This design comes from an exercise in tuning for small area on the open sky130 flow, not from production work.
The RTL was checked by simulation tests, not by an equivalence proof against the original design.
No activity file was given, so power comes from the tool's default toggle rates.

## flow/design.v (module list and top-level ports; edited modules follow where they fit)
// module reset_synch: 21 lines
// module UART_tx: 68 lines
// module UART_rx: 78 lines
// module UART: 11 lines
// module UART_wrapper: 47 lines
// module cmd_proc: 111 lines
// module maze_solve: 80 lines
// module navigate: 104 lines
// module SPI_mnrch: 96 lines
// module inertial_integrator: 111 lines
// module inert_intf: 99 lines
// module A2D_intf: 50 lines
// module SPI_a2d: 85 lines
// module PWM8: 5 lines
// module sensor_intf: 251 lines
// module IR_math: 33 lines
// module P_term: 8 lines
// module I_term: 20 lines
// module Dterm: 23 lines
// module PID: 40 lines
// module DutyScaleROM: 77 lines
// module PWM12: 24 lines
// module MtrDrv: 28 lines
// module bmul_hi: 208 lines
// module piezo_drv: 149 lines
// module MazeRunner: 114 lines
module MazeRunner(
  input clk, RST_n,						 
  output INRT_SS_n,INRT_SCLK,INRT_MOSI,	 
  input INRT_MISO,						 
  input INRT_INT,						 
  output A2D_SS_n,A2D_SCLK,A2D_MOSI,	 
  input A2D_MISO,						 
  output lftPWM1,lftPWM2,				 
  output rghtPWM1,rghtPWM2,				 
  input RX,								 
  input hall_n,							 
  output TX,							 
  output piezo,piezo_n,					 
  output IR_lft_en,						 
  output IR_cntr_en,					 
  output IR_rght_en,					 
  output [7:0] LED
);
  // ...
==> flow/flow/run.sh <==
#!/bin/bash
# The standard layout (the standard.sh: standard synthesis, ORFS floorplan to finish),
# with clock tree synthesis told not to add dummy loads for balancing.
set -euo pipefail
export CTS_ARGS="-sink_clustering_enable -repair_clock_nets -sink_clustering_size 20 -sink_clustering_max_diameter 70 -buf_list sky130_fd_sc_hd__clkbuf_8 -dont_use_dummy_load"
bash standard.sh > standard.log 2>&1
==> flow/standard.sh <==
#!/bin/bash
# synth_recipe.tcl (not shown) runs the flow's synth.tcl, then flattens the netlist and writes it again
# the make line also repeats each setting of config.mk as NAME=value (left out here)
make -C /OpenROAD-flow-scripts/flow DESIGN_CONFIG=/design/flow/config.mk WORK_HOME=/design/flow/orfs CLKGATE_MAP_FILE= SYNTH_SCRIPT=/design/flow/synth_recipe.tcl "${@:-finish}"
==> flow/config.mk <==
export PLATFORM = sky130hd
export DESIGN_NAME = MazeRunner
export DESIGN_NICKNAME = MazeRunner
export VERILOG_FILES = /design/flow/design.v
export SDC_FILE = /design/flow/constraint.sdc
export NUM_CORES = 4
export LEC_CHECK = 0
export ABC_AREA = 1
export CAP_MARGIN = 20
export CORE_MARGIN = 2
export CORE_UTILIZATION = 60
export CTS_BUF_LIST = sky130_fd_sc_hd__clkbuf_8
export CTS_CLUSTER_DIAMETER = 80
export CTS_CLUSTER_SIZE = 16
export SLEW_MARGIN = 20
==> flow/constraint.sdc <==
create_clock -name core_clock -period 20.0 [get_ports {clk}]
set_input_delay 4.0000 -clock core_clock [delete_from_list [all_inputs] [get_ports {clk}]]
set_output_delay 4.0000 -clock core_clock [all_outputs]
set_load 0.01 [all_outputs]
==> results.txt, run 1 <==
The layer flagged by global routing as most heavily used is met2. Before antenna repair, the detailed router went through 8 iterations. Setup violations remaining at the end of the flow were counted as 0. The final critical-path share of the clock period is between 50% and 60%.

The uppermost signal routing layer after detailed routing is met4. In this run the clock root is driven by a clkbuf_8. The most common cell after layout, fill and taps aside is inv_1. Adding up every negative setup slack in the final design gives 0 ns. The maximum fanout along the worst path came out at 12. The number of antenna repair diodes came out at 1. The area occupied by multi-input gates came out at approximately 24000 sq um.

The layout filler cell count came out at 6206. Summed over the clock group, the power is 0.000582 W. The slowest stage of the critical path is the fa_1 cell. The number of gates resized after CTS was 0. The fraction of area in multi-input gates came out at 53.6%. The largest power group is registers.

The worst register-to-register path begins at iIR_adj.cap_rght_d. The class of the tightest hold or removal check is reg -> async. The clock net sink count is 597. The met1 wire length came out at 45700 microns. The met3 wire length came out at 3550 microns. The number of DRC markers in iteration 0 is 2114. The met2 routed wirelength came out at 42500 microns. The multiplexer fraction of the synthesized cell area came out at less than 1%. The number of synthesis warnings is 22. The number of storage elements in the synthesis netlist came out at a little under 600. For this run, the register share of the synthesized area comes to 34.9%. The run finished with no timing, DRC or antenna violations. The core region is 69800 sq um. Synthesis handed over a netlist of approximately 5000 instances. The total clock buffers created by CTS came out at 44. The overall via count from detail_route is 32100.

The main combinational cell family by area after synthesis is adder cells. In the finished layout, the clock tree contains a buffer count of 44. The effective utilization at floorplan came out at 60.4%. The clock transition time at the flip-flop clock pins of the worst setup and hold paths is 0.11 ns. The number of hold violations in the final report came out at 0. TritonCTS built the clock tree. The global route total overflow is 0. STA classifies the critical path startpoint as a primary input.
==> run 2, diff against run 1 <==
==> flow/flow/run.sh (replaced) <==
#!/bin/bash
# The standard layout (the standard.sh: standard synthesis, ORFS floorplan to finish),
# with clock tree synthesis told not to add dummy loads for balancing.
set -euo pipefail
export CTS_ARGS="-sink_clustering_enable -repair_clock_nets -sink_clustering_size 28 -sink_clustering_max_diameter 90 -buf_list sky130_fd_sc_hd__clkbuf_16 -dont_use_dummy_load"
bash standard.sh > standard.log 2>&1
==> run 2 against run 1 <==
First-iteration DRC count down 0.90%. Die area is the same. Via count is 0.11% lower. Critical endpoint unchanged. Critical path type unchanged. Clock power rose by about 20%.
==> results.txt, run 2 <==
The number of flip-flops under the largest register name is 25 (unchanged). The post-synthesis async set-or-reset flop share came out at 33.3% (unchanged). The setup slack of the worst register-to-register path was 9.56 ns (was 9.57 ns).

The endpoint required time on the critical path was 20.49 ns (was 20.62 ns). The post-route non-filler standard cell count is 5945 (was 5956). The effective utilization at floorplan is 60.4% (unchanged).

The post-cts resize count came out at 0 (unchanged). The total internal power was 0.00159 W (was 0.00148 W). The clock insertion delay at the later pin of the skew report came to 0.60 ns (was 0.70 ns).

The number of nets in the finished design is 5545 (was 5555). The total clock buffers created by CTS is 34 (was 44). The width of the die was 269 microns (unchanged). The combinational group share of total power is 2.8% (was 2.9%).

The final max-slew violation count is 0 (unchanged). The category of the critical setup timing path is in -> reg (unchanged). The post-detailed-route count of antenna-violating nets was 0 (unchanged). The worst supply voltage drop on vdd came out at 0.0932 mV (was 0.0875 mV). The number of placement rows is 97 (unchanged). The initial antenna violation count is 0 (was 1).

The half-perimeter wire length after detailed placement is 70800 microns (unchanged). The share of Yosys cell area claimed by the top area cell type came out at 12.5% (unchanged). The sort of element at the end of the critical path is a register (unchanged).

The critical path launch point type was a primary input (unchanged). The sequential fraction of the synthesis area came out at 34.9% (unchanged). The synthesis-to-layout area growth is 4.78% (was 4.21%).

The most area-hungry cell type in the Yosys netlist is edfxtp_1 (unchanged). The part of the total power dissipated in the clock network is 34.3% (was 30.4%). RSZ-0062 raised after global routing: false (unchanged). The number of hold violations in the final report came out at 0 (unchanged). The number of synthesis warnings came out at 22 (unchanged).

The number of port buffers is 23 (unchanged). The fraction of layout instances using a drive strength above 1 came out at 3.90% (was 4.09%). The terminus of the critical flop-to-flop path is iCNTRL.pid_sum_div8[9] (unchanged).

Synth area leaders: edfxtp_1, dfrtp_1, dfxtp_1, ha_1, fa_1 (unchanged). The floorplan die height came out at 269 microns (unchanged). The overall track demand over capacity in global routing came out at 26.2% (about the same). The mean instance size in the synthesized netlist came out at 8.37 sq um (unchanged). The number of global-route vias before repair is 30600 (about the same). The most common cell after layout, fill and taps aside is inv_1 (unchanged). The number of synthesized flops with an enable pin is 176 (unchanged). The maximum fanout along the worst path came out at 12 (unchanged). The leakage power figure is 20.9 nW (was 20.8 nW).

The clock net sink count is 597 (unchanged). The maximum achievable frequency came out at 91.0 MHz (was 91.8 MHz). The pin count of the biggest net entering global routing was 71 (unchanged). The path length in cells of the critical path is 40 (unchanged). The cell occurring most often along the worst timing path is inv_1 (unchanged).

The dominant cell by count in the synthesized netlist is inv_1 (unchanged). The area of the core came out at 69800 sq um (unchanged). The clock transition time at the flip-flop clock pins of the worst setup and hold paths came out at 0.11 ns (about the same).

The overall via count from detail_route is 32100 (about the same). The number of antenna repair diodes is 0 (was 1). The count of buffer and inverter cells on the critical path came out at 10 (unchanged). The maximum cell stage delay along the critical path is 0.56 ns (about the same). The number of distinct library cell variants in the gate-level netlist after synthesis was 71 (unchanged).

The final-layout setup total negative slack is 0 ns (unchanged). The number of DRC markers in iteration 0 came out at 2095 (was 2114). The measured slew at the worst slew-check pin is 1.11 ns (was 1.12 ns).

The shortest period the worst path allows came to 10.99 ns (was 10.90 ns). The setup-violating endpoint count in the final report came out at 0 (unchanged). Synth cell count leaders: inv_1, nand2_1, nor2_1 (unchanged). The final critical-path share of the clock period came out at 54.9% (was 54.5%). The net switching fraction of the power is 21.7% (was 22.7%). The routed wire length per instance came out at 15.7 microns (about the same). The total setup buffers inserted after CTS came out at 0 (unchanged).

The net switching power of the design came out at 0.000442 W (was 0.000435 W). The CTS tree is yes (unchanged). The class of the tightest hold or removal check was reg -> async (unchanged).

The signal arrival time at the worst endpoint is 11.48 ns (was 11.52 ns). The startpoint of the worst-slack reg-to-reg timing path is iIR_adj.cap_rght_d (unchanged). The root buffer selected by CTS is clkbuf_16 (was clkbuf_8). The gate count after technology mapping came to 5037 (unchanged).

The prevailing post-synth register cell is dfxtp_1 (unchanged). The via count normalized by instance count is 5.39 (about the same). The cell family with the largest share of critical-path delay is adder cells (unchanged). The final clock skew is 0.0732 ns (was 0.132 ns). The DRC violation count after routing is 0 (unchanged). Most frequent cells in the layout: inv_1, nand2_1, nor2_1, ha_1, o21ai_0 (unchanged). The global-route wire length before repair came out at 154000 microns (about the same). The power density over the cells came out at 46.0 nW/um^2 (was 43.7 nW/um^2). The cell count after placement came out at 5911 (unchanged).

The cell type of the slowest stage on the worst timing path is fa_1 (unchanged). The largest register by flop count was iNEMO.iINT.yi (unchanged). Largest registers ranked by flip-flop count: iNEMO.iINT.yi: 25 flops, iCHRG.duration_tmr: 21 flops, iNEMO.iINT.yo: 17 flops (unchanged). The count of cells along the worst register-to-register path is 53 (unchanged). The number of detailed-route iterations in the first pass is 6 (was 8). The number of ports placed on the die boundary is 31 (unchanged). Result of the run: finished clean (unchanged). The total wire length came out at 93400 microns (was 93500 microns). The maximum clock insertion buffer count is 3 (unchanged). The summed instance area of the synthesized netlist came to 42100 sq um (unchanged). The global placer's final weighted congestion came out at 0.898 (unchanged). The global route total overflow is 0 (unchanged). The max-cap violation count came out at 0 (unchanged). The headroom to the max-slew limit came out at 25.8% (was 25.2%). The number of H-tree levels is 2 (unchanged).

The number of hold buffers added after cts is 0 (unchanged). The die outline area is 72400 sq um (unchanged). The number of storage elements in the synthesis netlist came to 597 (unchanged). The power share of the sequential group came out at 63.0% (was 66.7%).
[run 2: cell counts after synthesis]
No cell type changed its count.
[run 2: worst max path at each step]
stage	start	to
after floorplan	hall_n	iCNTRL.pid_sum_div8[9]
after global placement	hall_n	iCNTRL.pid_sum_div8[9]
after detailed placement	hall_n	iCNTRL.pid_sum_div8[9]
after CTS	hall_n	iCNTRL.pid_sum_div8[9]
after global routing	hall_n	iCNTRL.pid_sum_div8[9]
final	hall_n	iCNTRL.pid_sum_div8[9]
[run 2: power by group through the flow]
stage / Clock [W] / Combinational [W] / Sequential (W)
2_1_floorplan: 0 / 0.0000406 / 0.00131
3_3_place_gp: 0 / 0.0000561 / 0.00131
3_5_place_dp: 0 / 0.0000573 / 0.00131
4_1_cts: 0.000725 / 0.0000576 / 0.00128
5_1_grt: 0.000758 / 0.0000658 / 0.00128
6_report: 0.000696 / 0.0000563 / 0.00128
[run 2: cell families after synthesis]
logic type / share of synthesized area, %
multiplexers: 0.674
flip-flops: 34.9
adder cells (fa/ha/maj): 19.0
AO/OA/AOI/OAI: 13.6
XOR/XNOR: 7.07
other: 0.0178
AND/OR/NAND/NOR: 15.3
buffers and inverters: 9.35
[run 2: layout make-up]
type                            instances  area (sq um)
Timing Repair Buffer                   60           508
Fill cell                            6163         25600
Inverter                              898          3370
Multi-Input combinational cell       3416         23500
Tap cell                              940          1180
Clock buffer                           34           851
Sequential cell                       597         14700
[run 2: metal layers]
| metal | routed length [microns] | up-vias | global-route usage, % |
|---|---|---|---|
| met5 | 0 | - | 0 |
| met4 | 1790 | 0 | 5.81 |
| met3 | 3780 | 113 | 2.50 |
| met2 | 42500 | 586 | 43.2 |
| met1 | 45300 | 15000 | 37.6 |
| li1 | - | 16400 | - |
[run 2: stage by stage]
stage	area, sq um	hold WS [ns]	setup WS, ns	total power [W]	util (%)
4_1_cts	44100	0.249	9.04	0.00206	63.3
2_1_floorplan	42200	0.310	9.56	0.00135	-
6_report	44200	0.235	9.01	0.00203	63.3
5_1_grt	44200	0.271	8.27	0.00211	63.3
3_5_place_dp	43300	0.238	8.45	0.00136	62.0
3_3_place_gp	43300	0.240	8.55	0.00136	62.0
==> run 3, diff against run 2 <==
==> flow/flow/run.sh (replaced) <==
#!/bin/bash
# The standard layout (the standard.sh: standard synthesis, ORFS floorplan to finish),
# with clock tree synthesis told not to add dummy loads for balancing, and a power/area
# recovery pass (downsizing on paths with slack) after the placement resizer.
set -euo pipefail
export CTS_ARGS="-sink_clustering_enable -repair_clock_nets -sink_clustering_size 16 -sink_clustering_max_diameter 80 -buf_list sky130_fd_sc_hd__clkbuf_8 -dont_use_dummy_load"
export POST_RESIZE_TCL="$(pwd)/flow/recover.tcl"
bash standard.sh > standard.log 2>&1
==> flow/flow/recover.tcl (new file) <==
# After the placement resizer: downsize cells on paths with slack (area/power recovery).
estimate_parasitics -placement
repair_timing -recover_power 100 -verbose
==> run 3 against run 2 <==
Non-clock buffer count grew 5. Register-to-register slack lost 0.30 ns. Critical endpoint unchanged. Global-route usage grew 0.12 points. Still clean. Largest power group unchanged. Clock-buffer cell count grew 12.
==> results.txt, run 3 <==
Result of the run: finished clean (unchanged). The number of flip-flops under the largest register name is 25 (unchanged). The worst supply voltage drop on vdd is 0.0973 mV (was 0.0932 mV).

The number of ports placed on the die boundary came out at 31 (unchanged). The final clock skew came to 0.143 ns (was 0.0732 ns). The maximum clock insertion buffer count was 3 (unchanged). The effective utilization at floorplan is 60.4% (unchanged). The number of H-tree levels was 2 (unchanged). The pin count of the biggest net entering global routing is 71 (unchanged). The leakage power figure is 20.8 nW (was 20.9 nW). The measured slew at the worst slew-check pin is 1.08 ns (was 1.11 ns). The routed wire length per instance came to 15.8 microns (was 15.7 microns). The prevailing post-synth register cell was dfxtp_1 (unchanged). The global placer's final weighted congestion came out at 0.898 (unchanged). The total clock buffers created by CTS came out at 46 (was 34). The maximum fanout along the worst path was 14 (was 12). The floorplan die height was 269 microns (unchanged). The final max-slew violation count came out at 0 (unchanged). RSZ-0062 raised after global routing: false (unchanged). The number of hold violations in the final report was 0 (unchanged).

The number of synthesis warnings came to 22 (unchanged). The endpoint required time on the critical path came out at 20.65 ns (was 20.49 ns). The die outline area is 72400 sq um (unchanged). The width of the die came out at 269 microns (unchanged). The headroom to the max-slew limit is 27.8% (was 25.8%). The global route total overflow came out at 0 (unchanged). The gate count after technology mapping came out at 5037 (unchanged). The number of nets in the finished design came out at 5562 (was 5545). The shortest period the worst path allows was 11.45 ns (was 10.99 ns).

The most common cell after layout, fill and taps aside is inv_1 (unchanged). The maximum achievable frequency came to 87.4 MHz (was 91.0 MHz). The half-perimeter wire length after detailed placement came out at 70900 microns (was 70800 microns). The total wire length is 94000 microns (was 93400 microns).

The most area-hungry cell type in the Yosys netlist was edfxtp_1 (unchanged). The cell type of the slowest stage on the worst timing path is dlygate4sd3_1 (was fa_1). The cell count after placement is 5911 (unchanged).

The number of placement rows came to 97 (unchanged). The share of Yosys cell area claimed by the top area cell type is 12.5% (unchanged). The critical path launch point type was a primary input (unchanged). The post-route non-filler standard cell count came out at 5964 (was 5945). Largest registers ranked by flip-flop count: iNEMO.iINT.yi: 25 flops, iCHRG.duration_tmr: 21 flops, iNEMO.iINT.yo: 17 flops (unchanged). The setup-violating endpoint count in the final report is 0 (unchanged). The post-synthesis async set-or-reset flop share is 33.3% (unchanged).

Synth area leaders: edfxtp_1, dfrtp_1, dfxtp_1, ha_1, fa_1 (unchanged). The post-cts resize count came to 0 (unchanged). The number of port buffers is 23 (unchanged). The number of DRC markers in iteration 0 is 2108 (was 2095).

The total setup buffers inserted after CTS is 0 (unchanged). The class of the tightest hold or removal check was reg -> async (unchanged). The mean instance size in the synthesized netlist came to 8.37 sq um (unchanged). The via count normalized by instance count came out at 5.40 (was 5.39).

The CTS tree is yes (unchanged). The number of synthesized flops with an enable pin came out at 176 (unchanged). The power density over the cells is 43.9 nW/um^2 (was 46.0 nW/um^2). The global-route wire length before repair is 154000 microns (about the same). The number of hold buffers added after cts came out at 0 (unchanged).

The DRC violation count after routing is 0 (unchanged). Most frequent cells in the layout: inv_1, nand2_1, nor2_1, o21ai_0, ha_1 (was inv_1, nand2_1, nor2_1, ha_1, o21ai_0). The layout filler cell count came out at 6256 (was 6163). The signal arrival time at the worst endpoint came out at 12.09 ns (was 11.48 ns). The synthesis-to-layout area growth is 4.31% (was 4.78%). The dominant cell by count in the synthesized netlist was inv_1 (unchanged). The summed instance area of the synthesized netlist came to 42100 sq um (unchanged). The overall track demand over capacity in global routing came out at 26.3% (was 26.2%). The fraction of layout instances using a drive strength above 1 is 3.80% (was 3.90%). The final-layout setup total negative slack came out at 0 ns (unchanged). The number of storage elements in the synthesis netlist came to 597 (unchanged). Synth cell count leaders: inv_1, nand2_1, nor2_1 (unchanged). The clock insertion delay at the later pin of the skew report came to 0.71 ns (was 0.60 ns). The root buffer selected by CTS is clkbuf_8 (was clkbuf_16). The number of global-route vias before repair is 30600 (about the same). The maximum cell stage delay along the critical path was 0.59 ns (was 0.56 ns). The overall via count from detail_route came out at 32200 (was 32100). The cell occurring most often along the worst timing path is inv_1 (unchanged). The number of distinct library cell variants in the gate-level netlist after synthesis came out at 71 (unchanged). The initial antenna violation count came to 3 (was 0). The sort of element at the end of the critical path is a register (unchanged). The area of the core is 69800 sq um (unchanged).

The clock net sink count came out at 597 (unchanged). The largest register by flop count is iNEMO.iINT.yi (unchanged). The category of the critical setup timing path is in -> reg (unchanged). The number of detailed-route iterations in the first pass is 6 (unchanged).

The clock transition time at the flip-flop clock pins of the worst setup and hold paths came to 0.11 ns (about the same). The sequential fraction of the synthesis area came out at 34.9% (unchanged). The post-detailed-route count of antenna-violating nets is 0 (unchanged).

The final critical-path share of the clock period came out at 57.2% (was 54.9%). The max-cap violation count is 0 (unchanged).
-- run 3: cell families (layout without fill, tap and decap cells) --
family / count (synthesis) / in the layout / share of synthesized area (%)
other: 2 / 10 / 0.0178
AND/OR/NAND/NOR: 1502 / 1502 / 15.3
adder cells (fa/ha/maj): 531 / 531 / 19.0
flip-flops: 597 / 597 / 34.9
AO/OA/AOI/OAI: 1008 / 1008 / 13.6
buffers and inverters: 1030 / 1009 / 9.35
multiplexers: 27 / 27 / 0.674
XOR/XNOR: 340 / 340 / 7.07
-- run 3: power by group --
part	switching [W]	internal, W
combinational	0.0000354	0.0000217
sequential	0.0000144	0.00126
clock	0.000387	0.000206
total	0.000436	0.00149
-- run 3: final timing paths --
| path | startpoint | slack, ns | cells past startpoint | end |
|---|---|---|---|---|
| min in group core_clock | iCNTRL.pid_sum_div8[5] | 0.27 | 0 | iCNTRL.pid_term_div8[5] |
| worst max-delay path | hall_n | 8.55 | 41 | iCNTRL.pid_sum_div8[9] |
| worst min register to register | iRST.rst_n | 0.24 | 0 | iIR.rght_acc_off[0] |
| worst max register to register | iIR_adj.cap_rght_d | 9.26 | 53 | iCNTRL.pid_sum_div8[9] |
| max in group asynchronous | RST_n | 16.27 | 1 | iRST.rst_n |
| worst min-delay path | iRST.rst_n | 0.24 | 0 | iIR.rght_acc_off[0] |
-- run 3: cell type report --
type / count / area (sq um) / area share, %
sequential: 597 / 14700 / 33.5
inverter: 898 / 3370 / 7.67
tap: 940 / 1180 / 2.68
timing repair buffer: 65 / 597 / 1.36
multi-input combinational: 3416 / 23400 / 53.3
antenna: 2 / 5.00 / 0.0114
clock buffer: 46 / 633 / 1.44
-- run 3: critical path: cells and delay by family --
family	cells	cell delay [ns]
AND/OR/NAND/NOR	16	1.84
AO/OA/AOI/OAI	6	1.31
buffers and inverters	11	1.71
adder cells (fa/ha/maj)	7	3.09
XOR/XNOR	1	0.12
-- run 3: per-layer routing --
metal | global-route usage, % | vias to the layer above | share of wire [%] | wire length, microns
met5 | 0 | - | 0.014 | 13
met4 | 6.29 | 2 | 2.1 | 1970
met3 | 3.09 | 113 | 4.3 | 4000
met2 | 42.9 | 549 | 45 | 42700
met1 | 37.6 | 15100 | 48 | 45300
li1 | - | 16400 | - | -
-- run 3: per-stage QoR --
| step | setup slack (ns) | power, W | instance area, sq um | hold WS [ns] | util (%) |
|---|---|---|---|---|---|
| floorplan | 9.56 | 0.00135 | 42200 | 0.310 | - |
| global placement | 8.55 | 0.00136 | 43300 | 0.240 | 62.0 |
| detailed placement | 7.93 | 0.00136 | 43200 | 0.312 | 61.9 |
| CTS | 8.70 | 0.00196 | 43800 | 0.275 | 62.8 |
| global route | 7.94 | 0.00201 | 44000 | 0.266 | 63.0 |
| finish | 8.55 | 0.00193 | 44000 | 0.239 | 63.0 |

separate check: timing with driven ports:
In the flow no input, the clock included, has a driving cell. The finished layouts below were timed again as built, in two steps.
Step 1: set_driving_cell puts a clkbuf_16 on clk and a buf_2 on each other input, an assumption about the parent block.
Step 2 moves the port delays by t, midway between the first and last clock arrival at a register: inputs arrive t later, outputs are due t later. That takes back most of the time a late clock gives input paths.
Three values: ideal, step 1, step 2; two values: the first two.
run	t, ns	slack for setup (ns)	worst hold slack (ns)	worst setup path at the end	worst data-port slew with drivers (ns)
run 1	0.701	9.103 / 9.135 / 8.434	0.236 / 0.236 / 0.236	input to register	0.04
run 2	0.628	9.012 / 9.049 / 8.421	0.235 / 0.235 / 0.235	input to register	0.04
run 3	0.705	8.554 / 8.589 / 7.884	0.239 / 0.239 / 0.239	input to register	0.03
After both steps every run listed still meets setup and hold. For run 3, which loses most, drivers alone change the setup slack by +0.035 ns; drivers and shift together by -0.670 ns.
